Context: an optimization exercise on an open-source flow, tuned for small area. The choices shown serve that exercise and are no tape-out recipe. RTL that was checked went through simulation tests only; none was proved equivalent to the original. The RTL of run 7 was laid out without a check of its function. No activity file was given, so power comes from the tool's default toggle rates.

File: config.mk
export PLATFORM = sky130hd
export DESIGN_NAME = avr109
export DESIGN_NICKNAME = avr109
export VERILOG_FILES = /design/flow/design.v
export SDC_FILE = /design/flow/constraint.sdc
export NUM_CORES = 4
export LEC_CHECK = 0
export ABC_AREA = 1
export CAP_MARGIN = 20
export CORE_MARGIN = 2
export CORE_UTILIZATION = 40
export SLEW_MARGIN = 20
File: constraint.sdc
create_clock -name core_clock -period 10.0 [get_ports {clk}]
set_input_delay 2.0000 -clock core_clock [delete_from_list [all_inputs] [get_ports {clk}]]
set_output_delay 2.0000 -clock core_clock [all_outputs]
set_load 0.01 [all_outputs]
File: design.v
module avr109tx (
		 input rst,
		 input clk,
		 input [7:0] tx_data,
		 input load,
		 output txd,
		 output busy
		 );
   reg        act;
   reg [10:0] sr;
   reg [7:0]  baud;
   wire       tick = baud[6] && baud[4:0] == 5'b10101;
   wire       fb = baud[7] ^ baud[5] ^ baud[2] ^ baud[1];
   assign txd = sr[0];
   assign busy = act;
   always @(posedge clk) begin
      baud <= {baud[6:0], fb ^ tick};
      if (load) begin
	 act <= 1'b1;
	 sr[10:1] <= {1'b1, tx_data, 1'b0};
	 baud <= 8'h75;
      end else if (act & tick) begin
	 if (sr[10:1] == 10'd0)
	   act <= 1'b0;
	 else
	   sr <= {1'b0, sr[10:1]};
      end
      if (rst) begin
	 act <= 1'b0;
	 sr[0] <= 1'b1;
      end
   end
endmodule
module avr109rx (
		 input rst,
		 input clk,
		 input rxd,
		 output [7:0] rx_data,
		 output rx_avail
		 );
   reg       act;
   reg [8:0] sr;
   reg [7:0] baud;
   wire      tick = baud[7:6] == 2'b01 && baud[4:0] == 5'b10101;
   wire      fb = baud[7] ^ baud[5] ^ baud[2] ^ baud[1];
   assign rx_data = sr[8:1];
   assign rx_avail = ~act & sr[0];
   always @(posedge clk) begin
      if (act) begin
	 baud <= {baud[6:0], fb ^ tick};
	 if (tick) begin
	    if (~sr[0])
	      sr <= {rxd, sr[8:1]};
	    else if (rxd)
	      act <= 1'b0;
	 end
      end else begin
	 baud <= 8'h93;
	 sr <= 9'b100000000;
	 act <= ~rxd;
      end
      if (rst) begin
	 act <= 1'b0;
	 sr[0] <= 1'b0;
      end
   end
endmodule
module avr109 (
	       input rst,
	       input clk,
	       input rxd,
	       output txd,
	       output intercept_mode,
	       output prog_mode,
	       output[15:0] prog_addr,
	       output[15:0] prog_data,
	       input[15:0] prog_data_in,
	       output prog_low,
	       output prog_high
	       );
   localparam [4:0] S_INACTIVE  = 5'd0;
   localparam [4:0] S_ATTACHING = 5'd1;
   localparam [4:0] S_IDLE      = 5'd2;
   localparam [4:0] S_BAD       = 5'd3;
   localparam [4:0] S_V_HIGH    = 5'd4;
   localparam [4:0] S_V_LOW     = 5'd5;
   localparam [4:0] S_SEND_Y    = 5'd6;
   localparam [4:0] S_BS_Y      = 5'd7;
   localparam [4:0] S_BS_HI     = 5'd8;
   localparam [4:0] S_BS_LO     = 5'd9;
   localparam [4:0] S_SEND_00   = 5'd10;
   localparam [4:0] S_IGNORE    = 5'd11;
   localparam [4:0] S_ACK       = 5'd12;
   localparam [4:0] S_ADDR_HI   = 5'd13;
   localparam [4:0] S_ADDR_LO   = 5'd14;
   localparam [4:0] S_CNT_HI    = 5'd16;
   localparam [4:0] S_CNT_LO    = 5'd17;
   localparam [4:0] S_CHECK     = 5'd18;
   localparam [4:0] S_PROG_GET  = 5'd19;
   localparam [4:0] S_PROG_PUT  = 5'd20;
   localparam [4:0] S_EXIT1     = 5'd21;
   localparam [4:0] S_EXIT2     = 5'd22;
   localparam [4:0] S_CNT_HI2   = 5'd24;
   localparam [4:0] S_CNT_LO2   = 5'd25;
   localparam [4:0] S_CHECK2    = 5'd26;
   localparam [4:0] S_READ_GET  = 5'd27;
   localparam [4:0] S_READ_PUT  = 5'd28;
   reg [4:0]  state_q, state_d;
   reg [7:0]  cnt_q, cnt_d;
   reg [15:0] addr_q, addr_d;
   reg 	      prog_mode_q, prog_mode_d;
   reg 	      prog_strobe;
   reg 	      tx_load;
   reg [7:0]  tx_data;
   wire       tx_busy;
   wire       rx_avail;
   wire [7:0] rx_data;
   wire       send_ok = ~tx_busy;
   wire       cnt_zero = (cnt_q == 8'd0);
   assign prog_addr = {1'b0, addr_q[15:1]};
   assign prog_data = {rx_data, rx_data};
   assign prog_mode = prog_mode_q;
   assign prog_low = prog_strobe & ~addr_q[0];
   assign prog_high = prog_strobe & addr_q[0];
   assign intercept_mode = (state_q != S_INACTIVE) && (state_q != S_ATTACHING);
   avr109tx tx_inst(.rst(rst), .clk(clk), .tx_data(tx_data), .load(tx_load),
		    .txd(txd), .busy(tx_busy));
   avr109rx rx_inst(.rst(rst), .clk(clk), .rxd(rxd),
		    .rx_data(rx_data), .rx_avail(rx_avail));
   always @(*) begin
      tx_load = 1'b0;
      tx_data = 8'h00;
      state_d = state_q;
      cnt_d = cnt_q;
      addr_d = addr_q;
      prog_strobe = 1'b0;
      prog_mode_d = prog_mode_q;
      case (state_q)
	S_INACTIVE: begin
	   cnt_d[2:0] = 3'd0;
	   prog_mode_d = 1'b0;
	   if (rx_avail & (rx_data == 8'h1b))
	     state_d = S_ATTACHING;
	end
	S_ATTACHING: begin
	   if (rx_avail) begin
	      if (rx_data != (cnt_q[0] ? 8'h1b : 8'haa))
		state_d = S_INACTIVE;
	      else begin
		 cnt_d[2:0] = cnt_q[2:0] + 3'd1;
		 if (cnt_q[2] & cnt_q[0])
		   state_d = S_IDLE;
	      end
	   end
	end
	S_IDLE: begin
	   if (rx_avail) begin
	      case (rx_data)
		8'h0a, 8'h1b: ;
		8'h41: state_d = S_ADDR_HI;
		8'h42: state_d = S_CNT_HI;
		8'h45: state_d = S_EXIT1;
		8'h4c: begin prog_mode_d = 1'b0; state_d = S_ACK; end
		8'h50: begin prog_mode_d = 1'b1; state_d = S_ACK; end
		8'h54: state_d = S_IGNORE;
		8'h56: state_d = S_V_HIGH;
		8'h61: state_d = S_SEND_Y;
		8'h62: state_d = S_BS_Y;
		8'h67: state_d = S_CNT_HI2;
		8'h74: state_d = S_SEND_00;
		default: state_d = S_BAD;
	      endcase
	   end
	end
	S_BAD:     begin tx_data = 8'h3f; if (send_ok) begin tx_load = 1'b1; state_d = S_IDLE; end end
	S_V_HIGH:  begin tx_data = 8'h31; if (send_ok) begin tx_load = 1'b1; state_d = S_V_LOW; end end
	S_V_LOW:   begin tx_data = 8'h30; if (send_ok) begin tx_load = 1'b1; state_d = S_IDLE; end end
	S_SEND_Y:  begin tx_data = 8'h59; if (send_ok) begin tx_load = 1'b1; state_d = S_IDLE; end end
	S_BS_Y:    begin tx_data = 8'h59; if (send_ok) begin tx_load = 1'b1; state_d = S_BS_HI; end end
	S_BS_HI:   begin tx_data = 8'h00; if (send_ok) begin tx_load = 1'b1; state_d = S_BS_LO; end end
	S_BS_LO:   begin tx_data = 8'hff; if (send_ok) begin tx_load = 1'b1; state_d = S_IDLE; end end
	S_SEND_00: begin tx_data = 8'h00; if (send_ok) begin tx_load = 1'b1; state_d = S_IDLE; end end
	S_ACK:     begin tx_data = 8'h0d; if (send_ok) begin tx_load = 1'b1; state_d = S_IDLE; end end
	S_EXIT1:   begin tx_data = 8'h0d; if (send_ok) begin tx_load = 1'b1; state_d = S_EXIT2; end end
	S_EXIT2:   begin if (send_ok) state_d = S_INACTIVE; end
	S_IGNORE: begin
	   if (rx_avail) state_d = S_ACK;
	end
	S_ADDR_HI: begin
	   if (rx_avail) begin addr_d[15:8] = rx_data; state_d = S_ADDR_LO; end
	end
	S_ADDR_LO: begin
	   if (rx_avail) begin addr_d[7:0] = rx_data; state_d = S_ACK; end
	end
	S_CNT_HI: begin
	   if (rx_avail) state_d = (rx_data == 8'h00) ? S_CNT_LO : S_BAD;
	end
	S_CNT_LO: begin
	   if (rx_avail) begin cnt_d = rx_data; state_d = S_CHECK; end
	end
	S_CHECK: begin
	   if (rx_avail)
	     state_d = (rx_data != 8'h46) ? S_BAD : cnt_zero ? S_ACK : S_PROG_GET;
	end
	S_PROG_GET: begin
	   if (rx_avail) begin
	      cnt_d = cnt_q - 8'd1;
	      prog_strobe = 1'b1;
	      state_d = S_PROG_PUT;
	   end
	end
	S_PROG_PUT: begin
	   addr_d = addr_q + 16'd1;
	   state_d = cnt_zero ? S_ACK : S_PROG_GET;
	end
	S_CNT_HI2: begin
	   if (rx_avail) state_d = (rx_data == 8'h00) ? S_CNT_LO2 : S_BAD;
	end
	S_CNT_LO2: begin
	   if (rx_avail) begin cnt_d = rx_data; state_d = S_CHECK2; end
	end
	S_CHECK2: begin
	   if (rx_avail)
	     state_d = (rx_data != 8'h46) ? S_BAD : cnt_zero ? S_IDLE : S_READ_GET;
	end
	S_READ_GET: begin
	   tx_data = addr_q[0] ? prog_data_in[15:8] : prog_data_in[7:0];
	   if (send_ok) begin
	      tx_load = 1'b1;
	      cnt_d = cnt_q - 8'd1;
	      state_d = S_READ_PUT;
	   end
	end
	S_READ_PUT: begin
	   addr_d = addr_q + 16'd1;
	   state_d = cnt_zero ? S_IDLE : S_READ_GET;
	end
	default: state_d = S_INACTIVE;
      endcase
   end
   always @(posedge clk) begin
      cnt_q <= cnt_d;
      if (rst) begin
	 state_q <= S_INACTIVE;
	 addr_q <= 16'd0;
	 prog_mode_q <= 1'b0;
      end else begin
	 state_q <= state_d;
	 addr_q <= addr_d;
	 prog_mode_q <= prog_mode_d;
      end
   end
endmodule
File: run.sh
#!/bin/bash
# synth_recipe.tcl (not shown) runs the flow's synth.tcl, then flattens the netlist and writes it again
# the make line also repeats each setting of config.mk as NAME=value (left out here)
make -C /OpenROAD-flow-scripts/flow DESIGN_CONFIG=/design/flow/config.mk WORK_HOME=/design/flow/orfs CLKGATE_MAP_FILE= SYNTH_SCRIPT=/design/flow/synth_recipe.tcl finish
==> metrics.yaml, run 1 <==
outcome:
  status: "no timing/DRC/antenna violations"
run:
  maxCapViolCount: 0
yosys:
  yosysWarningCount: 3
  ys_async_rst_share_pct: 0
  mapped_nets: 723
  synth_area_leader_cell: "dfxtp_1"
  post_synth.cell_area_avg_sq_um: 6.45
  mappedNetlistArea_sq_um: 4510
  synth_edf_count: 16
  synth.yosys.seq_area_share_pct: 33.7
  syn_inst: 700
  ys_seq_elements: 68
  synthDominantCellAreaShare_pct: 23.1
  flip_flop_cell_with_the_highest_count_after_synthesis: "dfxtp_1"
  synth.top_cells.by_area: "dfxtp_1 (23%), nand2_1 (17%), edfxtp_1 (11%), nor2_1 (7.2%), inv_1 (6.1%)"
  ys_types: 39
worst_setup_path:
  critPathMaxFanout: 17
  timing.rr.end: "tx_inst.sr[7]"
  crit_path_end_kind: "output pin"
  setup.reg_to_reg.worst_slack_ns: 7.37
  reg2reg_depth: 8
  worstSetupPathType: "reg -> out"
  start_kind: "flop"
  timing.critical_path.arrival_ns: 2.36
  r2r-start: "state_q[4]"
  critical_path_required_ns: 8.00
timing:
  setup_tns_ns: 0
  fin_crit_sh_pct: 43.6
  layout_setup_ws_ns: 5.64
  tightest_slew_ns: 0.824
  rsz0062_at_grt: "false"
  finalClockSkew_ns: 0.00967
  drv_slew: 0
  achievable-frequency_mhz: 230
  slew-limit-headroom_pct: 44.9
  fin_worst_hold_slack_ns: 0.418
  timing.final.setup_violations: 0
  timing.final.crit_period_ns: 4.36
  hold_violations: 0
route:
  vias: 4426
  number_of_nets_with_antenna_violations_after_routing: 0
  firstDrtPassIters: 5
  vias_per_cell: 5.15
  wl_met3_um: 600
  met1_length_mm: 5.81
  drt_drc: 0
  drt-wirelength-per-cell_um: 14.2
  drt_iter0_drc: 454
  postRouteWirelength_mm: 12.2
  highest_layer: "met4"
  met2WireLength_mm: 5.53
power:
  p_total_mw: 0.769
  static-leakage-power_nw: 2.32
  worst_ir_drop_vdd_v: 0.000115
  power.density_cell_area_nw_per_um2: 148
finish:
  syn2layout_area_growth_pct: 15.1
  share_of_cells_above_drive_strength_1_pct: 5.28
  post_layout_nets: 738
  final-instance-count-excl-fill: 860
  antenna_cells_inserted: 0
placed_design:
  io_buffers: 54
  placed_cells: 844
  post-dp-hpwl_mm: 9.21
  pre_cts_slack_ns: 6.06
  gp_congestion: 0.936
clock_tree:
  worst_setup_hold_path_clk_slew_ns: 0.05
  cts_hold_buffers: 0
  post_cts_buffers: 0
  cts_tree: "built"
  clk_latency_ns: 0.35
  cts.root.buffer_cell: "clkbuf_16"
  cts_buffers: 9
  post_cts_resized: 0
  clock_tree_buffer_depth: 2
  ctsHtreeMaxLevel: 3
  clock-sinks: 68
global_route:
  grt_antenna_before_repair: 0
  via_count_of_the_first_global_routing_pass: 4083
  grt_max_degree: 19
  grt_first_pass_wirelength_mm: 19.7
  grt_overflow: 0
  global_route_usage_over_all_layers_pct: 21.3
worst_hold_path:
  number_of_cells_on_the_worst_hold_path: 2
  worstHoldEndpoint: "rx_inst.baud[7]"
  holdCritStartpoint: "rx_inst.baud[6]"
  hold_path.class: "reg -> reg"
floorplan:
  die_x_um: 110
  floorplan.initialDensity_pct: 41.3
  fp.coreArea_sq_um: 10900
  fp.dieArea_sq_um: 12100
  row_count: 38
  chipHeight_um: 110
  floorplan.io_pins: 56
## routing by layer
layer	GRT usage, %	vias up
li1	-	2258
met1	28.4	2014
met2	33.0	135
met3	4.70	19
met4	9.29	0
met5	0	-
## cell families after synthesis
kind of cell | share of synthesized area [%]
AOI/OAI and AO/OA | 14.5
adders and majority gates | 1.11
muxes | 0.250
and+or+nand+nor | 33.5
other | 0.0831
buffers and inverters | 13.7
DFF | 33.7
xor gates and xnor gates | 3.11
## worst max path at each step
stage | from | to | depth (start not counted)
after global placement | state_q[4] | prog_low | 5
after global routing | state_q[2] | intercept_mode | 6
after floorplan | addr_q[0] | prog_high | 3
final | state_q[4] | prog_low | 5
after CTS | state_q[4] | prog_low | 5
after detailed placement | state_q[4] | prog_low | 5
## layout by cell type (no fill, tap or decap), drive strengths merged, types with 2 or more instances in the layout
cell,count
xor2,7
edfxtp,16
nor2,93
clkdlybuf4s50,54
dfxtp,52
ha,4
a31oi,10
nand3,41
inv,76
nand2,202
nor3,8
a21o,2
o211ai,4
clkinv,5
o221ai,3
a211oi,3
a21oi,36
and2,2
xnor2,9
clkinvlp,2
clkbuf,9
nand4,5
nor4,5
or2,8
o21ai,57
## report_power, final
group / switching (mW) / internal [mW]
clock: 0.130 / 0.192
combinational: 0.0647 / 0.0526
sequential: 0.0185 / 0.312
total: 0.213 / 0.556
## flip-flops by register name (all words and copies together), names as in the netlist
register,cells
tx_inst.baud,8
tx_inst.act,1
state_q,5
addr_q,16
rx_inst.sr,9
prog_mode_q,1
tx_inst.sr,11
rx_inst.act,1
rx_inst.baud,8
cnt_q,8
## worst max-delay path, stage by stage (launching register included)
cell and delay [ns]:
dfxtp_1 0.73, inv_2 0.17, nor2_2 0.23, nand2_1 0.13
nor3_1 0.17, clkdlybuf4s50_1 0.58
## synth_stat cells, types with 5 or more instances
master    number
buf_2          7
nand2_1      200
clkbuf_1       7
dfxtp_1       52
buf_4         35
inv_1         73
xnor2_1        9
nor2_2         6
o21ai_0       52
or2_2          8
xor2_1         7
nor3_1         8
a31oi_1       10
nor4_1         5
a21oi_1       35
nand4_1        5
edfxtp_1      16
nor2_1        86
nand3_1       41
## layout make-up
class                      instances  area, sq um
fill                            1138         5740
inverter                          77          289
multi-input combinational        505         2370
timing repair buffer              54          541
clock buffer                       9          225
clock inverter                     7         67.6
sequential                        68         1520
tap                              140          175
## stage by stage
| stage | instance area (sq um) | util (%) |
|---|---|---|
| floorplan | 4510 | - |
| finish | 5190 | 47.5 |
| global placement | 4900 | 44.8 |
| detailed placement | 4900 | 44.8 |
| global route | 5190 | 47.5 |
| CTS | 5190 | 47.5 |
==> run 2: changes to the inputs <==
==> flow/run.sh (new file) <==
#!/bin/bash
# Layout flow: the standard ORFS flow (standard.sh's make command) with
#  - synthesis: the standard flow's script, with an area-oriented ABC script (flow/abc_area.script)
#    in place of ORFS's; registers are mapped exactly as in the standard synthesis
#  - port buffers: sky130_fd_sc_hd__buf_1 on every input and output port
#  - CTS: small clock buffers, no dummy loads
# Each tool's output goes to a log file in this folder.
set -euo pipefail
W=$(pwd)
export MY_ABC_SCRIPT=$W/flow/abc_area.script
cat > $W/my_synth.tcl <<EOT
proc abc {args} {
  set i [lsearch \$args -script]
  if {\$i >= 0} { set args [lreplace \$args \$i [expr {\$i+1}] -script \$::env(MY_ABC_SCRIPT)] }
  yosys abc {*}\$args
}
source $W/synth_recipe.tcl
EOT
export BUFFER_PORTS_ARGS="-buffer_cell sky130_fd_sc_hd__buf_1"
export CTS_ARGS="-sink_clustering_enable -repair_clock_nets -dont_use_dummy_load -buf_list {sky130_fd_sc_hd__clkbuf_2 sky130_fd_sc_hd__clkbuf_4 sky130_fd_sc_hd__clkbuf_8}"
sed -e "s|SYNTH_SCRIPT=[^ ]*synth_recipe.tcl|SYNTH_SCRIPT=$W/my_synth.tcl|" standard.sh > my_standard.sh
grep -q "SYNTH_SCRIPT=$W/my_synth.tcl" my_standard.sh
bash my_standard.sh finish > $W/orfs_flow.log 2>&1
cp -f orfs/logs/*/avr109/base/1_2_yosys.log $W/yosys.log 2>/dev/null || true
==> flow/abc_area.script (new file) <==
strash
dc2
strash
&get -n
&deepsyn -T 30 -S 1
&put
dch -f
map -a
mfs2 -a
strash
dch -f
amap
topo
==> standard.sh (new file) <==
#!/bin/bash
# synth_recipe.tcl (not shown) runs the flow's synth.tcl, then flattens the netlist and writes it again
# the make line also repeats each setting of config.mk as NAME=value (left out here)
make -C /OpenROAD-flow-scripts/flow DESIGN_CONFIG=/design/flow/config.mk WORK_HOME=/design/flow/orfs CLKGATE_MAP_FILE= SYNTH_SCRIPT=/design/flow/synth_recipe.tcl "${@:-finish}"
removed: run.sh
==> run 2 against run 1 <==
Compared with the run above: highest routed layer unchanged; sequential cell count unchanged; routed wire length decreased by 21%; design area decreased by 24%; non-clock buffer count increased by 2; clock power decreased by 47%; die area decreased by 17%; critical path type unchanged; critical endpoint is now prog_high; synthesized cell count decreased by 31%; cell count decreased by 27%; via count decreased by 22%; critical path depth increased by 6; count of clock-buffer cells in the layout unchanged; core utilization decreased by 4.1 points.
==> metrics.yaml, run 2 <==
outcome:
  status: "no timing/DRC/antenna violations"  # unchanged
global_route:
  via_count_of_the_first_global_routing_pass: 3258  # was 4083
  grt_antenna_before_repair: 0  # unchanged
  grt_first_pass_wirelength_mm: 15.8  # was 19.7 mm
  global_route_usage_over_all_layers_pct: 19.9  # was 21.3%
  grt_max_degree: 18  # was 19
  grt_overflow: 0  # unchanged
worst_setup_path:
  critPathMaxFanout: 12  # was 17
  worstSetupPathType: "reg -> out"  # unchanged
  critical_path_required_ns: 8.00  # about the same
  start_kind: "flop"  # unchanged
  crit_path_end_kind: "output pin"  # unchanged
  timing.critical_path.arrival_ns: 3.03  # was 2.36 ns
timing:
  tightest_slew_ns: 0.779  # was 0.824 ns
  setup_tns_ns: 0  # unchanged
  hold_violations: 0  # unchanged
  timing.final.setup_violations: 0  # unchanged
  timing.final.crit_period_ns: 5.03  # was 4.36 ns
  drv_slew: 0  # unchanged
  finalClockSkew_ns: 0.0225  # was 0.00967 ns
  fin_crit_sh_pct: 50.3  # was 43.6%
  achievable-frequency_mhz: 199  # was 230 MHz
  rsz0062_at_grt: "false"  # unchanged
  slew-limit-headroom_pct: 47.4  # was 44.9%
  fin_worst_hold_slack_ns: 0.426  # was 0.418 ns
power:
  power.density_cell_area_nw_per_um2: 201  # was 148 nW/um^2
  static-leakage-power_nw: 1.29  # was 2.32 nW
  worst_ir_drop_vdd_v: 0.0000779  # was 0.000115 V
  p_total_mw: 0.795  # was 0.769 mW
clock_tree:
  clock-sinks: 68  # unchanged
  cts_buffers: 9  # unchanged
  post_cts_resized: 0  # unchanged
  clk_latency_ns: 0.35  # about the same
  cts.root.buffer_cell: "clkbuf_8"  # was clkbuf_16
  post_cts_buffers: 0  # unchanged
  ctsHtreeMaxLevel: 3  # unchanged
  clock_tree_buffer_depth: 2  # unchanged
  worst_setup_hold_path_clk_slew_ns: 0.08  # was 0.05 ns
  cts_tree: "built"  # unchanged
  cts_hold_buffers: 0  # unchanged
finish:
  share_of_cells_above_drive_strength_1_pct: 2.13  # was 5.28%
  registers.top_by_ff_count: "addr_q"  # unchanged
  most-common-layout-cells: "nor2_1 (84), clkinv_1 (66), buf_1 (54)"  # was nand2_1 (200), nor2_1 (86), inv_1 (73)
  antenna_cells_inserted: 0  # unchanged
  post_layout_nets: 541  # was 738
  final.fill_count: 948  # was 1138
  mostFrequentLayoutCell: "nor2_1"  # was nand2_1
  fin_util_pct: 43.3  # was 47.5%
  largest_register_ff_count: 16  # unchanged
  syn2layout_area_growth_pct: 6.48  # was 15.1%
  largestRegisters: "addr_q x16, tx_inst.sr x11, rx_inst.sr x9"  # unchanged
yosys:
  ys_async_rst_share_pct: 0  # unchanged
  syn_inst: 483  # was 700
  mappedNetlistArea_sq_um: 3710  # was 4510 sq um
  ys_types: 48  # was 39
  synth.yosys.seq_area_share_pct: 41.1  # was 33.7%
  mapped_nets: 506  # was 723
  netlist_top_cells_count: "nor2_1 (84), clkinv_1 (66), dfxtp_1 (52), nand2_1 (47), buf_4 (32)"  # was nand2_1 (200), nor2_1 (86), inv_1 (73), dfxtp_1 (52), o21ai_0 (52)
  synth_area_leader_cell: "dfxtp_1"  # unchanged
  ys_seq_elements: 68  # unchanged
  synth_edf_count: 16  # unchanged
  synth.top_cells.by_area: "dfxtp_1 (28%), edfxtp_1 (13%), nor2_1 (8.5%), clkinv_1 (6.7%), buf_4 (6.5%)"  # was dfxtp_1 (23%), nand2_1 (17%), edfxtp_1 (11%), nor2_1 (7.2%), inv_1 (6.1%)
  yosysMostFrequentCell: "nor2_1"  # was nand2_1
  flip_flop_cell_with_the_highest_count_after_synthesis: "dfxtp_1"  # unchanged
  yosysWarningCount: 3  # unchanged
  post_synth.cell_area_avg_sq_um: 7.67  # was 6.45 sq um
  synthDominantCellAreaShare_pct: 28.1  # was 23.1%
route:
  drt_iter0_drc: 133  # was 454
  number_of_nets_with_antenna_violations_after_routing: 0  # unchanged
  drt_drc: 0  # unchanged
  postRouteWirelength_mm: 9.66  # was 12.2 mm
  vias_per_cell: 5.50  # was 5.15
  firstDrtPassIters: 4  # was 5
  vias: 3447  # was 4426
  drt-wirelength-per-cell_um: 15.4  # was 14.2 um
floorplan:
  floorplan.initialDensity_pct: 40.7  # was 41.3%
  row_count: 35  # was 38
  fp.dieArea_sq_um: 10100  # was 12100 sq um
  fp.coreArea_sq_um: 9110  # was 10900 sq um
  floorplan.io_pins: 56  # unchanged
  chipHeight_um: 100  # was 110 um
  die_x_um: 100  # was 110 um
placed_design:
  post-dp-hpwl_mm: 7.44  # was 9.21 mm
  io_buffers: 54  # unchanged
  gp_congestion: 0.885  # was 0.936
worst_hold_path:
  hold_path.class: "reg -> reg"  # unchanged
run:
  maxCapViolCount: 0  # unchanged
[run 2: cell types whose count changed after synthesis, moves of 8 or more]
| cell | before | now |
|---|---|---|
| nand2_1 | 200 | 47 |
| inv_1 | 73 | 0 |
| clkinv_1 | 1 | 66 |
| nand3_1 | 41 | 8 |
| o21ai_0 | 52 | 31 |
| o22ai_1 | 0 | 19 |
| a21oi_1 | 35 | 19 |
| nor3_1 | 8 | 18 |
| xnor2_1 | 9 | 0 |
| or2_0 | 0 | 8 |
| or2_2 | 8 | 0 |
[run 2: final timing paths]
path	start	endpoint	cells past startpoint	slack [ns]
worst max-delay path	state_q[1]	prog_high	11	4.97
worst min register to register	rx_inst.baud[4]	rx_inst.baud[5]	2	0.43
worst min-delay path	rx_inst.baud[4]	rx_inst.baud[5]	2	0.43
worst max register to register	state_q[1]	state_q[3]	17	6.04
[run 2: layer usage]
layer  vias up  track usage [%]  wire [um]
met3        19             4.04        406
li1       1738                -          -
met4         0             8.22        208
met2        75             33.2       4570
met1      1615             25.1       4480
met5         -                0          0
[run 2: layout make-up]
| cell class | count | area, sq um | share of cell area [%] |
|---|---|---|---|
| Clock buffer | 9 | 124 | 3.14 |
| Sequential cell | 68 | 1520 | 38.6 |
| Multi-Input combinational cell | 317 | 1700 | 43.0 |
| Inverter | 66 | 248 | 6.28 |
| Tap cell | 111 | 139 | 3.52 |
| Timing Repair Buffer | 56 | 218 | 5.52 |
[run 2: logic make-up after synthesis]
group,count (synthesis),synth area share (%)
flip-flops,68,41.1
other,1,0.101
buffers and inverters,98,13.2
adder cells (fa/ha/maj),4,1.35
AND/OR/NAND/NOR,187,22.1
AO/OA/AOI/OAI,125,22.2
[run 2: power breakdown]
group          switching, mW  total, mW  internal (mW)
sequential            0.0326      0.380          0.347
combinational          0.163      0.243         0.0801
clock                 0.0924      0.172         0.0801
total                  0.288      0.795          0.507
[run 2: per-stage QoR]
step | cells | area, sq um | worst slack, ns
detailed placement | 618 | 3820 | 5.35
floorplan | 483 | 3710 | 5.88
global placement | 618 | 3820 | 5.46
finish | 627 | 3950 | 4.97
global route | 627 | 3950 | 4.64
CTS | 627 | 3950 | 4.97
[run 2: worst max-delay path, stage by stage, from the launching register on]
cell and delay (ns):
dfxtp_1 0.53, clkinv_1 0.39, nor2_1 0.28, nor2_1 0.08, nor2_1 0.11, nor2_1 0.05
a311oi_1 0.38, nand2_1 0.08, o21ai_0 0.34, nand3_1 0.18, nor2_1 0.11, buf_1 0.16
==> run 3: changes to the inputs <==
==> flow/abc_area.script (replaced) <==
strash
dc2
strash
&get -n
&deepsyn -J 200 -S 1
&put
dch -f
map -a
mfs2 -a
strash
dch -f
amap
topo
==> run 3 against run 2 <==
Compared with the run above: critical path depth stayed put; clock skew is the same; combinational power is essentially flat; global-route usage is the same; highest routed layer unchanged.
==> metrics.yaml, run 3 <==
clock_tree:
  cts_buffers: 9  # unchanged
  clock_tree_buffer_depth: 2  # unchanged
  worst_setup_hold_path_clk_slew_ns: 0.08  # about the same
  ctsHtreeMaxLevel: 3  # unchanged
  cts_tree: "built"  # unchanged
  post_cts_buffers: 0  # unchanged
  clock-sinks: 68  # unchanged
  post_cts_resized: 0  # unchanged
  cts.root.buffer_cell: "clkbuf_8"  # unchanged
  cts_hold_buffers: 0  # unchanged
  clk_latency_ns: 0.35  # about the same
yosys:
  mapped_nets: 506  # unchanged
  netlist_top_cells_count: "nor2_1 (84), clkinv_1 (66), dfxtp_1 (52), nand2_1 (47), buf_4 (32)"  # unchanged
  mappedNetlistArea_sq_um: 3710  # unchanged
  synthDominantCellAreaShare_pct: 28.1  # unchanged
  ys_async_rst_share_pct: 0  # unchanged
  synth.yosys.seq_area_share_pct: 41.1  # unchanged
  synth_area_leader_cell: "dfxtp_1"  # unchanged
  synth.top_cells.by_area: "dfxtp_1 (28%), edfxtp_1 (13%), nor2_1 (8.5%), clkinv_1 (6.7%), buf_4 (6.5%)"  # unchanged
  post_synth.cell_area_avg_sq_um: 7.67  # unchanged
  ys_seq_elements: 68  # unchanged
  syn_inst: 483  # unchanged
  synth_edf_count: 16  # unchanged
  yosysWarningCount: 3  # unchanged
  yosysMostFrequentCell: "nor2_1"  # unchanged
  ys_types: 48  # unchanged
  flip_flop_cell_with_the_highest_count_after_synthesis: "dfxtp_1"  # unchanged
power:
  static-leakage-power_nw: 1.29  # unchanged
  worst_ir_drop_vdd_v: 0.0000779  # unchanged
  power.density_cell_area_nw_per_um2: 201  # unchanged
  p_total_mw: 0.795  # unchanged
finish:
  final.fill_count: 948  # unchanged
  most-common-layout-cells: "nor2_1 (84), clkinv_1 (66), buf_1 (54)"  # unchanged
  antenna_cells_inserted: 0  # unchanged
  registers.top_by_ff_count: "addr_q"  # unchanged
  largestRegisters: "addr_q x16, tx_inst.sr x11, rx_inst.sr x9"  # unchanged
  fin_util_pct: 43.3  # unchanged
  post_layout_nets: 541  # unchanged
  share_of_cells_above_drive_strength_1_pct: 2.13  # unchanged
  finalInstanceArea_sq_um: 3950  # unchanged
  mostFrequentLayoutCell: "nor2_1"  # unchanged
  largest_register_ff_count: 16  # unchanged
  syn2layout_area_growth_pct: 6.48  # unchanged
run:
  maxCapViolCount: 0  # unchanged
timing:
  timing.final.crit_period_ns: 5.03  # unchanged
  hold_violations: 0  # unchanged
  achievable-frequency_mhz: 199  # unchanged
  finalClockSkew_ns: 0.0225  # unchanged
  rsz0062_at_grt: "false"  # unchanged
  slew-limit-headroom_pct: 47.4  # unchanged
  fin_crit_sh_pct: 50.3  # unchanged
  layout_setup_ws_ns: 4.97  # unchanged
  setup_tns_ns: 0  # unchanged
  timing.final.setup_violations: 0  # unchanged
  drv_slew: 0  # unchanged
  tightest_slew_ns: 0.779  # unchanged
route:
  vias: 3447  # unchanged
  drt-wirelength-per-cell_um: 15.4  # unchanged
  firstDrtPassIters: 4  # unchanged
  drt_drc: 0  # unchanged
  number_of_nets_with_antenna_violations_after_routing: 0  # unchanged
  postRouteWirelength_mm: 9.66  # unchanged
  vias_per_cell: 5.50  # unchanged
  drt_iter0_drc: 133  # unchanged
floorplan:
  fp.coreArea_sq_um: 9110  # unchanged
  floorplan.io_pins: 56  # unchanged
  fp.dieArea_sq_um: 10100  # unchanged
  floorplan.initialDensity_pct: 40.7  # unchanged
  row_count: 35  # unchanged
  die_x_um: 100  # unchanged
  chipHeight_um: 100  # unchanged
placed_design:
  pre_cts_slack_ns: 5.35  # unchanged
  post-dp-hpwl_mm: 7.44  # unchanged
  gp_congestion: 0.885  # unchanged
  dpl_cell_area_sq_um: 3820  # unchanged
  io_buffers: 54  # unchanged
worst_setup_path:
  timing.critical_path.cells: "clkinv_1 > nor2_1 > nor2_1 > nor2_1 > nor2_1 > a311oi_1 > nand2_1 > o21ai_0 > nand3_1 > nor2_1 > buf_1"  # unchanged
  crit_path_end_kind: "output pin"  # unchanged
  worstSetupPathType: "reg -> out"  # unchanged
  critical-path-top-delay-family: "simple AND/OR/NAND/NOR gates"  # unchanged
  slowest_stage: "dfxtp_1"  # unchanged
  critical_path_required_ns: 8.00  # about the same
  critical_path_launch_point: "state_q[1]"  # unchanged
  critical_path.n_buffers_inverters: 2  # unchanged
  critPathMaxFanout: 12  # unchanged
  start_kind: "flop"  # unchanged
  r2r-start: "state_q[1]"  # unchanged
  timing.critical_path.arrival_ns: 3.03  # about the same
  cp_common_cell: "nor2_1"  # unchanged
  critical_path.max_stage_delay_ns: 0.53  # about the same
worst_hold_path:
  holdCritStartpoint: "rx_inst.baud[4]"  # unchanged
  hold_path.class: "reg -> reg"  # unchanged
global_route:
  grt_max_degree: 18  # unchanged
  grt_antenna_before_repair: 0  # unchanged
  global_route_usage_over_all_layers_pct: 19.9  # unchanged
  grt_overflow: 0  # unchanged
  via_count_of_the_first_global_routing_pass: 3258  # unchanged
  grt_first_pass_wirelength_mm: 15.8  # unchanged
outcome:
  status: "no timing/DRC/antenna violations"  # unchanged
## run 3: cell counts in the layout (fill, tap and decap cells not counted)
No cell type changed its count.
## run 3: power by group
part	leakage [nW]	internal [mW]	switching, mW
sequential	0.577	0.347	0.0326
combinational	0.644	0.0801	0.163
clock	0.0647	0.0801	0.0924
## run 3: path summary, 6_finish.rpt
kind	endpoint	cells after the start	slack, ns
setup / recovery	prog_high	11	4.97
setup reg to reg	state_q[3]	17	6.04
hold reg to reg	rx_inst.baud[5]	2	0.43
hold / removal	rx_inst.baud[5]	2	0.43
## run 3: logic make-up after synthesis
group	after synthesis	share of synthesized area, %
simple gates	187	22.1
compound gates	125	22.2
buf+inv	98	13.2
flops	68	41.1
fa+ha+maj	4	1.35
other cells	1	0.101
## run 3: worst reg2reg max path, stage by stage (launching register included)
cell and delay, ns:
dfxtp_1 0.53, clkinv_1 0.39, nor2_1 0.28, nor2_1 0.08, nor2_1 0.11, nor2_1 0.05, a311oi_1 0.38, nand2_1 0.08
o21ai_0 0.34, clkinv_1 0.11, o22ai_1 0.36, nor2_1 0.09, o21ai_0 0.26, a31oi_1 0.14, a21oi_1 0.18, nand2b_1 0.20
a2111oi_0 0.11, a211oi_1 0.18
## run 3: metal layers
layer	global-route usage [%]	vias to the layer above	wire length, um
met1	25.1	1615	4480
met5	0	-	0
li1	-	1738	-
met3	4.04	19	406
met2	33.2	75	4570
met4	8.22	0	208
## run 3: stage by stage
stage | hold WS (ns) | instances
final | 0.426 | 627
after global routing | 0.453 | 627
after CTS | 0.434 | 627
after detailed placement | 0.422 | 618
after global placement | 0.416 | 618
after floorplan | 0.399 | 483
## run 3: final cells by class
class	count	area, sq um	share of cell area, %
clock buffers	9	124	3.14
inverters	66	248	6.28
multi-input cells	317	1700	43.0
flip-flops and latches	68	1520	38.6
well taps	111	139	3.52
repair buffers	56	218	5.52
==> run 4: changes to the inputs <==
--- a/flow/run.sh
+++ b/flow/run.sh
@@ -17,7 +17,7 @@
 source $W/synth_recipe.tcl
 EOT
 export BUFFER_PORTS_ARGS="-buffer_cell sky130_fd_sc_hd__buf_1"
-export CTS_ARGS="-sink_clustering_enable -repair_clock_nets -dont_use_dummy_load -buf_list {sky130_fd_sc_hd__clkbuf_2 sky130_fd_sc_hd__clkbuf_4 sky130_fd_sc_hd__clkbuf_8}"
+export CTS_ARGS="-sink_clustering_enable -repair_clock_nets -dont_use_dummy_load -buf_list {sky130_fd_sc_hd__clkbuf_4}"
 sed -e "s|SYNTH_SCRIPT=[^ ]*synth_recipe.tcl|SYNTH_SCRIPT=$W/my_synth.tcl|" standard.sh > my_standard.sh
 grep -q "SYNTH_SCRIPT=$W/my_synth.tcl" my_standard.sh
 bash my_standard.sh finish > $W/orfs_flow.log 2>&1
--- a/config.mk
+++ b/config.mk
@@ -8,5 +8,6 @@
 export ABC_AREA = 1
 export CAP_MARGIN = 20
 export CORE_MARGIN = 2
-export CORE_UTILIZATION = 40
+export CORE_UTILIZATION = 85
+export PLACE_DENSITY = 0.92
 export SLEW_MARGIN = 20
==> run 4 against run 3 <==
Compared with the run above: the run now fails in 3_1_place_gp_skip_io; synthesized area stayed put; synthesized cell count is the same.
==> metrics.yaml, run 4 <==
outcome:
  status: "stopped before the end"  # was no timing/DRC/antenna violations
  stop_stage: "3_1_place_gp_skip_io"
  firstError: "[ERROR GPL-0301] Utilization 100.409 % exceeds 100%."
yosys:
  yosysMostFrequentCell: "nor2_1"  # unchanged
  synth_edf_count: 16  # unchanged
  mappedNetlistArea_sq_um: 3710  # unchanged
  synth_area_leader_cell: "dfxtp_1"  # unchanged
  synth.top_cells.by_area: "dfxtp_1 (28%), edfxtp_1 (13%), nor2_1 (8.5%), clkinv_1 (6.7%), buf_4 (6.5%)"  # unchanged
  syn_inst: 483  # unchanged
  flip_flop_cell_with_the_highest_count_after_synthesis: "dfxtp_1"  # unchanged
  netlist_top_cells_count: "nor2_1 (84), clkinv_1 (66), dfxtp_1 (52), nand2_1 (47), buf_4 (32)"  # unchanged
  mapped_nets: 506  # unchanged
  yosysWarningCount: 3  # unchanged
  ys_types: 48  # unchanged
  synthDominantCellAreaShare_pct: 28.1  # unchanged
  ys_seq_elements: 68  # unchanged
  ys_async_rst_share_pct: 0  # unchanged
  post_synth.cell_area_avg_sq_um: 7.67  # unchanged
  synth.yosys.seq_area_share_pct: 41.1  # unchanged
floorplan:
  chipHeight_um: 70.0  # was 100 um
  floorplan.initialDensity_pct: 86.9  # was 40.7%
  die_x_um: 70.0  # was 100 um
  row_count: 24  # was 35
-- run 4: cell families after synthesis --
logic type / synth area share [%]
AO/OA/AOI/OAI: 22.2
AND/OR/NAND/NOR: 22.1
adder cells (fa/ha/maj): 1.35
other: 0.101
buffers and inverters: 13.2
flip-flops: 41.1
==> run 5: changes to the inputs <==
--- a/config.mk
+++ b/config.mk
@@ -8,6 +8,6 @@
 export ABC_AREA = 1
 export CAP_MARGIN = 20
 export CORE_MARGIN = 2
-export CORE_UTILIZATION = 85
-export PLACE_DENSITY = 0.92
+export CORE_UTILIZATION = 75
+export PLACE_DENSITY = 0.85
 export SLEW_MARGIN = 20
==> run 5 against run 4 <==
Compared with the run above: now clean on timing, DRC and antenna; synthesized area is the same; synthesized cell count stayed put.
==> metrics.yaml, run 5 <==
power:
  static-leakage-power_nw: 1.26
  worst_ir_drop_vdd_v: 0.000159
  power.density_cell_area_nw_per_um2: 200
  p_total_mw: 0.768
floorplan:
  row_count: 25  # was 24
  fp.dieArea_sq_um: 5520
  die_x_um: 74.3  # was 70.0 um
  fp.coreArea_sq_um: 4750
  floorplan.initialDensity_pct: 77.9  # was 86.9%
  floorplan.io_pins: 56
  chipHeight_um: 74.3  # was 70.0 um
global_route:
  grt_max_degree: 18
  grt_overflow: 0
  grt_first_pass_wirelength_mm: 15.2
  grt_antenna_before_repair: 0
  via_count_of_the_first_global_routing_pass: 3303
  global_route_usage_over_all_layers_pct: 36.9
yosys:
  yosysMostFrequentCell: "nor2_1"  # unchanged
  mapped_nets: 506  # unchanged
  ys_seq_elements: 68  # unchanged
  synth_area_leader_cell: "dfxtp_1"  # unchanged
  ys_async_rst_share_pct: 0  # unchanged
  synth.top_cells.by_area: "dfxtp_1 (28%), edfxtp_1 (13%), nor2_1 (8.5%), clkinv_1 (6.7%), buf_4 (6.5%)"  # unchanged
  syn_inst: 483  # unchanged
  yosysWarningCount: 3  # unchanged
  synth.yosys.seq_area_share_pct: 41.1  # unchanged
  netlist_top_cells_count: "nor2_1 (84), clkinv_1 (66), dfxtp_1 (52), nand2_1 (47), buf_4 (32)"  # unchanged
  synthDominantCellAreaShare_pct: 28.1  # unchanged
  post_synth.cell_area_avg_sq_um: 7.67  # unchanged
  ys_types: 48  # unchanged
  synth_edf_count: 16  # unchanged
  mappedNetlistArea_sq_um: 3710  # unchanged
  flip_flop_cell_with_the_highest_count_after_synthesis: "dfxtp_1"  # unchanged
finish:
  final-instance-count-excl-fill: 583
  antenna_cells_inserted: 0
  final.fill_count: 337
  post_layout_nets: 541
  share_of_cells_above_drive_strength_1_pct: 2.13
  mostFrequentLayoutCell: "nor2_1"
  registers.top_by_ff_count: "addr_q"
  largest_register_ff_count: 16
  syn2layout_area_growth_pct: 3.48
  finalInstanceArea_sq_um: 3830
  most-common-layout-cells: "nor2_1 (84), clkinv_1 (66), buf_1 (54)"
  largestRegisters: "addr_q x16, tx_inst.sr x11, rx_inst.sr x9"
worst_setup_path:
  timing.critical_path.arrival_ns: 3.18
  worstSetupPathType: "reg -> out"
  slowest_stage: "dfxtp_1"
  timing.critical_path.cells: "clkinv_1 > nor2_1 > nor2_1 > nor2_1 > nor2_1 > a311oi_1 > nand2_1 > o21ai_0 > nand3_1 > nor2_1 > buf_1"
  critical-path-top-delay-family: "simple AND/OR/NAND/NOR gates"
  crit_path_end_kind: "output pin"
  critical_path_required_ns: 8.00
  critical_path.n_buffers_inverters: 2
  setup.reg_to_reg.worst_slack_ns: 5.96
  critPathMaxFanout: 12
  critical_path.max_stage_delay_ns: 0.54
  cp_common_cell: "nor2_1"
  start_kind: "flop"
clock_tree:
  post_cts_resized: 0
  clk_latency_ns: 0.42
  clock-sinks: 68
  cts_buffers: 9
  worst_setup_hold_path_clk_slew_ns: 0.12
  cts_hold_buffers: 0
  cts.root.buffer_cell: "clkbuf_4"
  clock_tree_buffer_depth: 2
  cts_tree: "built"
  post_cts_buffers: 0
  ctsHtreeMaxLevel: 3
run:
  maxCapViolCount: 0
timing:
  fin_crit_sh_pct: 51.8
  timing.final.setup_violations: 0
  hold_violations: 0
  setup_tns_ns: 0
  rsz0062_at_grt: "false"
  tightest_slew_ns: 1.04
  finalClockSkew_ns: 0.0438
  drv_slew: 0
  achievable-frequency_mhz: 193
  layout_setup_ws_ns: 4.82
  timing.final.crit_period_ns: 5.18
  slew-limit-headroom_pct: 29.9
worst_hold_path:
  hold_path.class: "reg -> reg"
placed_design:
  placed_cells: 574
  io_buffers: 54
  pre_cts_slack_ns: 5.35
  dpl_cell_area_sq_um: 3770
  gp_congestion: 1.01
  post-dp-hpwl_mm: 7.34
route:
  drt_drc: 0
  postRouteWirelength_mm: 9.81
  vias_per_cell: 6.44
  firstDrtPassIters: 5
  vias: 3752
  drt_iter0_drc: 449
  drt-wirelength-per-cell_um: 16.8
  number_of_nets_with_antenna_violations_after_routing: 0
outcome:
  status: "no timing/DRC/antenna violations"  # was stopped before the end
==> run 5: cell counts after synthesis <==
No cell type changed its count.
==> run 5: metal layers <==
layer  share of wire [%]  track usage [%]  wire length [um]  vias to the layer above
met1                  39             46.9              3870                     1732
met5                   0                0                 0                        -
met3                  11             8.54              1070                       30
li1                    -                -                 -                     1743
met2                  47             60.1              4580                      247
met4                 2.9             17.1               280                        0
==> run 5: power breakdown <==
part           total, mW  leakage, nW  internal (mW)  switching [mW]
sequential         0.383        0.577          0.347          0.0363
clock              0.126       0.0414         0.0418          0.0844
combinational      0.258        0.643         0.0834           0.175
==> run 5: tightest hold or removal path, stage by stage, from the launching register on <==
cell      delay [ns]
dfxtp_1         0.33
clkinv_1        0.06
nor2_1          0.03
==> run 5: per-stage QoR <==
step | hold slack (ns) | utilization, %
floorplan | 0.399 | -
global placement | 0.411 | 79.2
detailed placement | 0.430 | 79.2
CTS | 0.415 | 80.7
global route | 0.434 | 80.7
finish | 0.423 | 80.7
==> run 5: final timing paths <==
kind | cells after the start | start | to
worst min-delay path | 2 | rx_inst.baud[5] | rx_inst.baud[6]
worst min register to register | 2 | rx_inst.baud[5] | rx_inst.baud[6]
worst max register to register | 17 | state_q[1] | state_q[3]
worst max-delay path | 11 | state_q[1] | prog_high
==> run 5: logic make-up after synthesis <==
kind of cell / after synthesis / synth area share [%]
AO/OA/AOI/OAI: 125 / 22.2
AND/OR/NAND/NOR: 187 / 22.1
buffers and inverters: 98 / 13.2
other: 1 / 0.101
flip-flops: 68 / 41.1
adder cells (fa/ha/maj): 4 / 1.35
==> run 5: layout make-up <==
| type | count | area (sq um) | area share [%] |
|---|---|---|---|
| Sequential cell | 68 | 1520 | 39.7 |
| Multi-Input combinational cell | 317 | 1700 | 44.2 |
| Inverter | 66 | 248 | 6.46 |
| Timing Repair Buffer | 56 | 218 | 5.68 |
| Tap cell | 67 | 83.8 | 2.19 |
| Clock buffer | 9 | 67.6 | 1.76 |
==> run 6: changes to the inputs <==
--- a/config.mk
+++ b/config.mk
@@ -8,6 +8,6 @@
 export ABC_AREA = 1
 export CAP_MARGIN = 20
 export CORE_MARGIN = 2
-export CORE_UTILIZATION = 75
-export PLACE_DENSITY = 0.85
+export CORE_UTILIZATION = 65
+export PLACE_DENSITY = 0.75
 export SLEW_MARGIN = 20
==> run 6 against run 5 <==
Compared with the run above: still clean; worst setup slack lost 0.070 ns; sequential share of layout area shrank 0.065 points; count of clock-buffer cells in the layout is the same; clock power grew 5%; hold slack gained 0.017 ns; synthesized cell count is the same; combinational power shrank 3%; routed wire length shrank 1.9%; non-clock buffer count is the same; design area grew 0.16%; critical endpoint unchanged.
==> metrics.yaml, run 6 <==
floorplan:
  fp.coreArea_sq_um: 5510  # was 4750 sq um
  die_x_um: 79.5  # was 74.3 um
  chipHeight_um: 79.5  # was 74.3 um
  floorplan.io_pins: 56  # unchanged
  row_count: 27  # was 25
  fp.dieArea_sq_um: 6320  # was 5520 sq um
  floorplan.initialDensity_pct: 67.3  # was 77.9%
clock_tree:
  post_cts_buffers: 0  # unchanged
  ctsHtreeMaxLevel: 3  # unchanged
  post_cts_resized: 0  # unchanged
  worst_setup_hold_path_clk_slew_ns: 0.10  # was 0.12 ns
  clock_tree_buffer_depth: 2  # unchanged
  cts.root.buffer_cell: "clkbuf_4"  # unchanged
  cts_buffers: 9  # unchanged
  clock-sinks: 68  # unchanged
  clk_latency_ns: 0.43  # was 0.42 ns
  cts_tree: "built"  # unchanged
  cts_hold_buffers: 0  # unchanged
outcome:
  status: "no timing/DRC/antenna violations"  # unchanged
yosys:
  yosysMostFrequentCell: "nor2_1"  # unchanged
  ys_types: 48  # unchanged
  ys_async_rst_share_pct: 0  # unchanged
  syn_inst: 483  # unchanged
  yosys.area_share.simple_pct: 22.1  # unchanged
  synth.top_cells.by_area: "dfxtp_1 (28%), edfxtp_1 (13%), nor2_1 (8.5%), clkinv_1 (6.7%), buf_4 (6.5%)"  # unchanged
  synth_adder_area_share_pct: 1.35  # unchanged
  post_synth.cell_area_avg_sq_um: 7.67  # unchanged
  ys_seq_elements: 68  # unchanged
  synth_edf_count: 16  # unchanged
  mapped_nets: 506  # unchanged
  synth.mux.area_fraction_pct: 0  # unchanged
  synth_compound_gate_area_share_pct: 22.2  # unchanged
  mappedNetlistArea_sq_um: 3710  # unchanged
  synth_area_leader_cell: "dfxtp_1"  # unchanged
  netlist_top_cells_count: "nor2_1 (84), clkinv_1 (66), dfxtp_1 (52), nand2_1 (47), buf_4 (32)"  # unchanged
  synth.yosys.seq_area_share_pct: 41.1  # unchanged
  synth-xor-area-share_pct: 0  # unchanged
  yosysWarningCount: 3  # unchanged
  flip_flop_cell_with_the_highest_count_after_synthesis: "dfxtp_1"  # unchanged
  synth_top_family_by_area: "compound AO/OA/AOI/OAI gates"  # unchanged
  synthDominantCellAreaShare_pct: 28.1  # unchanged
global_route:
  grt_first_pass_wirelength_mm: 15.9  # was 15.2 mm
  via_count_of_the_first_global_routing_pass: 3311  # was 3303
  global_route_usage_over_all_layers_pct: 32.6  # was 36.9%
  grt_overflow: 0  # unchanged
  grt_max_degree: 18  # unchanged
  grt_antenna_before_repair: 0  # unchanged
placed_design:
  io_buffers: 54  # unchanged
  pre_cts_slack_ns: 5.33  # was 5.35 ns
  gp_congestion: 0.929  # was 1.01
  post-dp-hpwl_mm: 7.14  # was 7.34 mm
  placed_cells: 579  # was 574
timing:
  hold_violations: 0  # unchanged
  achievable-frequency_mhz: 190  # was 193 MHz
  slew-limit-headroom_pct: 35.7  # was 29.9%
  rsz0062_at_grt: "false"  # unchanged
  finalClockSkew_ns: 0.0264  # was 0.0438 ns
  drv_slew: 0  # unchanged
  setup_tns_ns: 0  # unchanged
  layout_setup_ws_ns: 4.75  # was 4.82 ns
  tightest_slew_ns: 0.952  # was 1.04 ns
  fin_crit_sh_pct: 52.5  # was 51.8%
  timing.final.crit_period_ns: 5.25  # was 5.18 ns
  timing.final.setup_violations: 0  # unchanged
finish:
  final-instance-count-excl-fill: 588  # was 583
  registers.top_by_ff_count: "addr_q"  # unchanged
  largestRegisters: "addr_q x16, tx_inst.sr x11, rx_inst.sr x9"  # unchanged
  antenna_cells_inserted: 0  # unchanged
  syn2layout_area_growth_pct: 3.65  # was 3.48%
  mostFrequentLayoutCell: "nor2_1"  # unchanged
  largest_register_ff_count: 16  # unchanged
  fin_util_pct: 69.8  # was 80.7%
  post_layout_nets: 541  # unchanged
  most-common-layout-cells: "nor2_1 (84), clkinv_1 (66), buf_1 (54)"  # unchanged
  share_of_cells_above_drive_strength_1_pct: 2.13  # unchanged
route:
  drt_drc: 0  # unchanged
  postRouteWirelength_mm: 9.63  # was 9.81 mm
  firstDrtPassIters: 5  # unchanged
  number_of_nets_with_antenna_violations_after_routing: 0  # unchanged
  vias: 3613  # was 3752
  drt_iter0_drc: 299  # was 449
  drt-wirelength-per-cell_um: 16.4  # was 16.8 um
  vias_per_cell: 6.14  # was 6.44
worst_setup_path:
  slowest_stage: "dfxtp_1"  # unchanged
  timing.critical_path.arrival_ns: 3.25  # was 3.18 ns
  timing.critical_path.cells: "clkinv_1 > nor2_1 > nor2_1 > nor2_1 > nor2_1 > a311oi_1 > nand2_1 > o21ai_0 > nand3_1 > nor2_1 > buf_1"  # unchanged
  cp_common_cell: "nor2_1"  # unchanged
  critical_path_required_ns: 8.00  # about the same
  start_kind: "flop"  # unchanged
  worstSetupPathType: "reg -> out"  # unchanged
  crit_path_end_kind: "output pin"  # unchanged
  critPathMaxFanout: 12  # unchanged
  critical_path.max_stage_delay_ns: 0.54  # about the same
power:
  power.density_cell_area_nw_per_um2: 198  # was 200 nW/um^2
  worst_ir_drop_vdd_v: 0.000150  # was 0.000159 V
  seqPwrFrac_pct: 49.7  # was 49.9%
  static-leakage-power_nw: 1.26  # about the same
  relative_contribution_of_the_clock_network_to_total_power_pct: 17.3  # was 16.4%
  comb_power_share_pct: 33.0  # was 33.6%
  internal_power_mw: 0.469  # was 0.472 mW
  p_sw_mw: 0.294  # was 0.296 mW
  netSwitchingFraction_pct: 38.5  # about the same
worst_hold_path:
  hold_path.class: "reg -> reg"  # unchanged
run:
  maxCapViolCount: 0  # unchanged
-- run 6: cell counts after synthesis --
Identical to the previous run, type by type.
-- run 6: path summary, 6_finish.rpt --
kind	start	end	slack, ns	cells after the start
setup / recovery	state_q[1]	prog_high	4.75	11
setup reg to reg	state_q[1]	state_q[3]	5.84	17
hold reg to reg	rx_inst.baud[4]	rx_inst.baud[5]	0.44	2
hold / removal	rx_inst.baud[4]	rx_inst.baud[5]	0.44	2
-- run 6: area by class of cell --
cell class              instances  area [sq um]
fillers                       465          1670
clock buffers                   9          67.6
multi-input cells             317          1700
inverters                      66           248
repair buffers                 56           218
well taps                      72          90.1
flip-flops and latches         68          1520
-- run 6: per-layer routing --
layer  global-route usage (%)  vias to the layer above  wire [um]  share of wire (%)
met5                        0                        -          0                  0
met2                     49.2                      208       4290                 45
met4                     14.8                        0        207                2.2
met3                     4.64                       21        815                8.5
met1                     46.2                     1645       4310                 45
li1                         -                     1739          -                  -
-- run 6: logic make-up (layout without fill, tap and decap cells) --
logic type | count (synthesis) | after routing
compound gates | 125 | 125
fa+ha+maj | 4 | 4
buf+inv | 98 | 131
flops | 68 | 68
other cells | 1 | 1
simple gates | 187 | 187
-- run 6: per-stage QoR --
stage | power, mW | hold slack [ns] | instance area [sq um]
2_1_floorplan | 0.557 | 0.399 | 3710
3_3_place_gp | 0.619 | 0.415 | 3770
3_5_place_dp | 0.629 | 0.428 | 3770
4_1_cts | 0.759 | 0.443 | 3840
5_1_grt | 0.810 | 0.458 | 3840
6_report | 0.762 | 0.440 | 3840
-- run 6: critical path: cells and delay by family, from the launching register on --
family                 cells  cell delay (ns)
AO/OA/AOI/OAI              2             0.79
buffers and inverters      2             0.58
flip-flops                 1             0.54
AND/OR/NAND/NOR            7             0.93
-- run 6: power groups by stage --
stage                     Clock, mW  Combinational (mW)  Sequential, mW
after detailed placement          0               0.244           0.385
after floorplan                   0               0.182           0.375
after global placement            0               0.236           0.383
final                         0.132               0.251           0.379
after global routing          0.142               0.283           0.385
after CTS                     0.133               0.247           0.378
==> run 7: changes to the inputs <==
--- a/design.v
+++ b/design.v
@@ -144,11 +144,11 @@
 	end
 	S_ATTACHING: begin
 	   if (rx_avail) begin
-	      if (rx_data != (cnt_q[0] ? 8'h1b : 8'haa))
+	      if (rx_data != (^cnt_q[2:0] ? 8'h1b : 8'haa))
 		state_d = S_INACTIVE;
 	      else begin
-		 cnt_d[2:0] = cnt_q[2:0] + 3'd1;
-		 if (cnt_q[2] & cnt_q[0])
+		 cnt_d[2:0] = {cnt_q[1:0], ~cnt_q[2]};
+		 if (cnt_q[2] & ~cnt_q[1])
 		   state_d = S_IDLE;
 	      end
 	   end
--- a/flow/run.sh
+++ b/flow/run.sh
@@ -17,7 +17,7 @@
 source $W/synth_recipe.tcl
 EOT
 export BUFFER_PORTS_ARGS="-buffer_cell sky130_fd_sc_hd__buf_1"
-export CTS_ARGS="-sink_clustering_enable -repair_clock_nets -dont_use_dummy_load -buf_list {sky130_fd_sc_hd__clkbuf_4}"
+export CTS_ARGS="-sink_clustering_enable -sink_clustering_size 40 -sink_clustering_max_diameter 100 -repair_clock_nets -dont_use_dummy_load -buf_list {sky130_fd_sc_hd__clkbuf_4 sky130_fd_sc_hd__clkbuf_8}"
 sed -e "s|SYNTH_SCRIPT=[^ ]*synth_recipe.tcl|SYNTH_SCRIPT=$W/my_synth.tcl|" standard.sh > my_standard.sh
 grep -q "SYNTH_SCRIPT=$W/my_synth.tcl" my_standard.sh
 bash my_standard.sh finish > $W/orfs_flow.log 2>&1
==> flow/abc_area.script (replaced) <==
strash
dc2
strash
&get -n
&deepsyn -T 30 -S 1
&put
dch -f
map -a
mfs2 -a
strash
dch -f
amap
topo
--- a/config.mk
+++ b/config.mk
@@ -8,6 +8,5 @@
 export ABC_AREA = 1
 export CAP_MARGIN = 20
 export CORE_MARGIN = 2
-export CORE_UTILIZATION = 65
-export PLACE_DENSITY = 0.75
+export CORE_UTILIZATION = 40
 export SLEW_MARGIN = 20
==> run 7 against run 6 <==
Compared with the run above: global-route usage fell by 12 points; critical path depth fell by 4; maximum frequency rose by 20%; power fell by 21%; count of clock-buffer cells in the layout did not move; sequential share of layout area fell by 0.72 points; synthesized area fell by 0.51%; die area rose by 58%; first-iteration DRC count rose by 12%; register-to-register slack improved by 0.48 ns; combinational power fell by 58%; critical path type unchanged; largest power group unchanged; highest routed layer unchanged.
==> metrics.yaml, run 7 <==
yosys:
  synth.yosys.seq_area_share_pct: 41.3  # was 41.1%
  synthDominantCellAreaShare_pct: 28.2  # was 28.1%
  synth.top_cells.by_area: "dfxtp_1 (28%), edfxtp_1 (13%), nor2_1 (9.5%), buf_4 (6.5%), clkinv_1 (6.0%)"  # was dfxtp_1 (28%), edfxtp_1 (13%), nor2_1 (8.5%), clkinv_1 (6.7%), buf_4 (6.5%)
  yosysMostFrequentCell: "nor2_1"  # unchanged
  post_synth.cell_area_avg_sq_um: 7.78  # was 7.67 sq um
  mappedNetlistArea_sq_um: 3690  # was 3710 sq um
  synth_edf_count: 16  # unchanged
  netlist_top_cells_count: "nor2_1 (93), clkinv_1 (59), dfxtp_1 (52), nand2_1 (34), buf_4 (32)"  # was nor2_1 (84), clkinv_1 (66), dfxtp_1 (52), nand2_1 (47), buf_4 (32)
  synth_area_leader_cell: "dfxtp_1"  # unchanged
  yosysWarningCount: 3  # unchanged
  ys_types: 43  # was 48
  syn_inst: 474  # was 483
  flip_flop_cell_with_the_highest_count_after_synthesis: "dfxtp_1"  # unchanged
  ys_async_rst_share_pct: 0  # unchanged
  ys_seq_elements: 68  # unchanged
  mapped_nets: 496  # was 506
power:
  power.density_cell_area_nw_per_um2: 155  # was 198 nW/um^2
  static-leakage-power_nw: 1.29  # was 1.26 nW
  worst_ir_drop_vdd_v: 0.0000579  # was 0.000150 V
clock_tree:
  clock-sinks: 68  # unchanged
  clock_tree_buffer_depth: 2  # unchanged
  worst_setup_hold_path_clk_slew_ns: 0.07  # was 0.10 ns
  post_cts_resized: 0  # unchanged
  ctsHtreeMaxLevel: 3  # unchanged
  clk_latency_ns: 0.35  # was 0.43 ns
  post_cts_buffers: 0  # unchanged
  cts_tree: "built"  # unchanged
  cts_hold_buffers: 0  # unchanged
  cts.root.buffer_cell: "clkbuf_8"  # was clkbuf_4
  cts_buffers: 9  # unchanged
global_route:
  grt_first_pass_wirelength_mm: 16.0  # was 15.9 mm
  grt_overflow: 0  # unchanged
  via_count_of_the_first_global_routing_pass: 3188  # was 3311
  global_route_usage_over_all_layers_pct: 20.3  # was 32.6%
  grt_max_degree: 15  # was 18
  grt_antenna_before_repair: 0  # unchanged
worst_setup_path:
  timing.critical_path.arrival_ns: 2.38  # was 3.25 ns
  r2r-start: "state_q[1]"  # unchanged
  critical_path_launch_point: "state_q[0]"  # was state_q[1]
  timing.critical_path.cells: "clkinv_1 > nor2_1 > nand2_1 > nor2_1 > clkinv_1 > nor3_1 > buf_1"  # was clkinv_1 > nor2_1 > nor2_1 > nor2_1 > nor2_1 > a311oi_1 > nand2_1 > o21ai_0 > nand3_1 > nor2_1 > buf_1
  slowest_stage: "dfxtp_1"  # unchanged
  worstSetupPathType: "reg -> out"  # unchanged
  critPathMaxFanout: 11  # was 12
  crit_path_end_kind: "output pin"  # unchanged
  setup.reg_to_reg.worst_slack_ns: 6.32  # was 5.84 ns
  critical-path-top-delay-family: "simple AND/OR/NAND/NOR gates"  # unchanged
  critical_path.n_buffers_inverters: 3  # was 2
  start_kind: "flop"  # unchanged
  critical_path.max_stage_delay_ns: 0.58  # was 0.54 ns
  critical_path_required_ns: 8.00  # about the same
timing:
  timing.final.crit_period_ns: 4.38  # was 5.25 ns
  setup_tns_ns: 0  # unchanged
  tightest_slew_ns: 0.740  # was 0.952 ns
  drv_slew: 0  # unchanged
  hold_violations: 0  # unchanged
  fin_crit_sh_pct: 43.8  # was 52.5%
  achievable-frequency_mhz: 228  # was 190 MHz
  slew-limit-headroom_pct: 50.7  # was 35.7%
  rsz0062_at_grt: "false"  # unchanged
  finalClockSkew_ns: 0.0276  # was 0.0264 ns
  timing.final.setup_violations: 0  # unchanged
finish:
  mostFrequentLayoutCell: "nor2_1"  # unchanged
  final-instance-count-excl-fill: 616  # was 588
  largest_register_ff_count: 16  # unchanged
  antenna_cells_inserted: 0  # unchanged
  post_layout_nets: 529  # was 541
  final.fill_count: 951  # was 465
  largestRegisters: "addr_q x16, tx_inst.sr x11, rx_inst.sr x9"  # unchanged
  syn2layout_area_growth_pct: 6.11  # was 3.65%
  layout.area.seq_sq_um: 1520  # unchanged
  share_of_cells_above_drive_strength_1_pct: 1.78  # was 2.13%
  multi_input_area_sq_um: 1700  # about the same
  most-common-layout-cells: "nor2_1 (93), clkinv_1 (59), buf_1 (54)"  # was nor2_1 (84), clkinv_1 (66), buf_1 (54)
  registers.top_by_ff_count: "addr_q"  # unchanged
route:
  postRouteWirelength_mm: 9.83  # was 9.63 mm
  vias: 3500  # was 3613
  drt_drc: 0  # unchanged
  drt_iter0_drc: 334  # was 299
  vias_per_cell: 5.68  # was 6.14
  drt-wirelength-per-cell_um: 16.0  # was 16.4 um
  number_of_nets_with_antenna_violations_after_routing: 0  # unchanged
  firstDrtPassIters: 6  # was 5
run:
  maxCapViolCount: 0  # unchanged
floorplan:
  floorplan.io_pins: 56  # unchanged
  die_x_um: 100  # was 79.5 um
  chipHeight_um: 100  # was 79.5 um
  fp.dieArea_sq_um: 10000  # was 6320 sq um
  row_count: 35  # was 27
  floorplan.initialDensity_pct: 40.5  # was 67.3%
  fp.coreArea_sq_um: 9110  # was 5510 sq um
placed_design:
  io_buffers: 54  # unchanged
  post-dp-hpwl_mm: 7.11  # was 7.14 mm
  placed_cells: 607  # was 579
  gp_congestion: 0.879  # was 0.929
outcome:
  status: "no timing/DRC/antenna violations"  # unchanged
worst_hold_path:
  holdCritStartpoint: "rx_inst.baud[4]"  # unchanged
  hold_path.class: "reg -> reg"  # unchanged
## run 7: changes by cell type after synthesis, sizes merged, moves of 5 or more
cell	delta
clkinv	-7
nand2	-13
nor3	-5
nor2	+9
o32ai	+5
and3	+6
o21ai	-9
## run 7: metal layers
metal,up-vias,routed length [um],global-route usage (%)
met5,-,0,0
met1,1600,4650,27.9
met3,19,652,4.18
met2,148,4390,32.5
li1,1733,-,-
met4,0,139,6.01
## run 7: final cells by class
| cell class | instances | area share (%) |
|---|---|---|
| well taps | 111 | 3.55 |
| repair buffers | 54 | 5.18 |
| clock buffers | 9 | 3.17 |
| inverters | 59 | 5.66 |
| flip-flops and latches | 68 | 38.9 |
| multi-input cells | 315 | 43.6 |
## run 7: tightest hold or removal path: stages, from the launching register on
cell	delay [ns]
dfxtp_1	0.31
clkinv_1	0.05
nor2_1	0.03
## run 7: power by group
part / switching, mW / total [mW] / internal [mW]
Clock: 0.0934 / 0.174 / 0.0802
Sequential: 0.0167 / 0.327 / 0.311
Combinational: 0.0648 / 0.105 / 0.0398
## run 7: kinds of logic (layout without fill, tap and decap cells)
family | after synthesis | in the layout | share of synthesized area (%)
AOI/OAI and AO/OA | 118 | 118 | 21.6
adders and majority gates | 3 | 3 | 1.02
other | 1 | 1 | 0.102
and+or+nand+nor | 193 | 193 | 23.5
buffers and inverters | 91 | 122 | 12.5
DFF | 68 | 68 | 41.3
## run 7: metrics by stage
step	worst slack, ns	cell area [sq um]	power [mW]	util (%)	hold slack (ns)
2_1_floorplan	6.46	3690	0.410	-	0.399
3_3_place_gp	6.15	3790	0.435	41.6	0.416
3_5_place_dp	6.01	3790	0.436	41.6	0.415
4_1_cts	5.62	3910	0.611	43.0	0.429
5_1_grt	5.39	3910	0.643	43.0	0.459
6_report	5.62	3910	0.605	43.0	0.426
## run 7: path summary, 6_finish.rpt
kind / end / cells after the start
min: rx_inst.baud[5] / 2
max reg2reg: addr_q[15] / 18
min reg2reg: rx_inst.baud[5] / 2
max: prog_low / 7

[afterwards: timing with drivers on the ports]
The flow's constraints put no driver on any port. The routed layouts listed below were extracted and timed again, unchanged, in two steps.
Step 1, drivers: a clkbuf_16 drives clk and a buf_2 each remaining input, both assumed.
Step 2 adds t to the input delays and takes it off the output delays; t is the mean of the earliest and latest rising clock arrival at the registers after step 1. Input paths then give back, and output paths get back, about the clock's delay inside the block.
Three values: ideal ports, drivers, drivers and shift; two values: the first two.
run	t (ns)	slack for setup (ns)	hold slack, ns
run 1	0.389	5.645 / 5.604 / 5.993	0.418 / 0.418 / 0.418
run 2	0.377	4.971 / 4.938 / 5.315	0.426 / 0.426 / 0.426
run 3	0.377	4.971 / 4.938 / 5.315	0.426 / 0.426 / 0.426
run 5	0.428	4.820 / 4.791 / 5.219	0.423 / 0.423 / 0.423
run 6	0.442	4.750 / 4.723 / 5.164	0.440 / 0.440 / 0.440
run 7	0.370	5.619 / 5.589 / 5.959	0.426 / 0.426 / 0.426
After both steps every run listed still meets setup and hold.
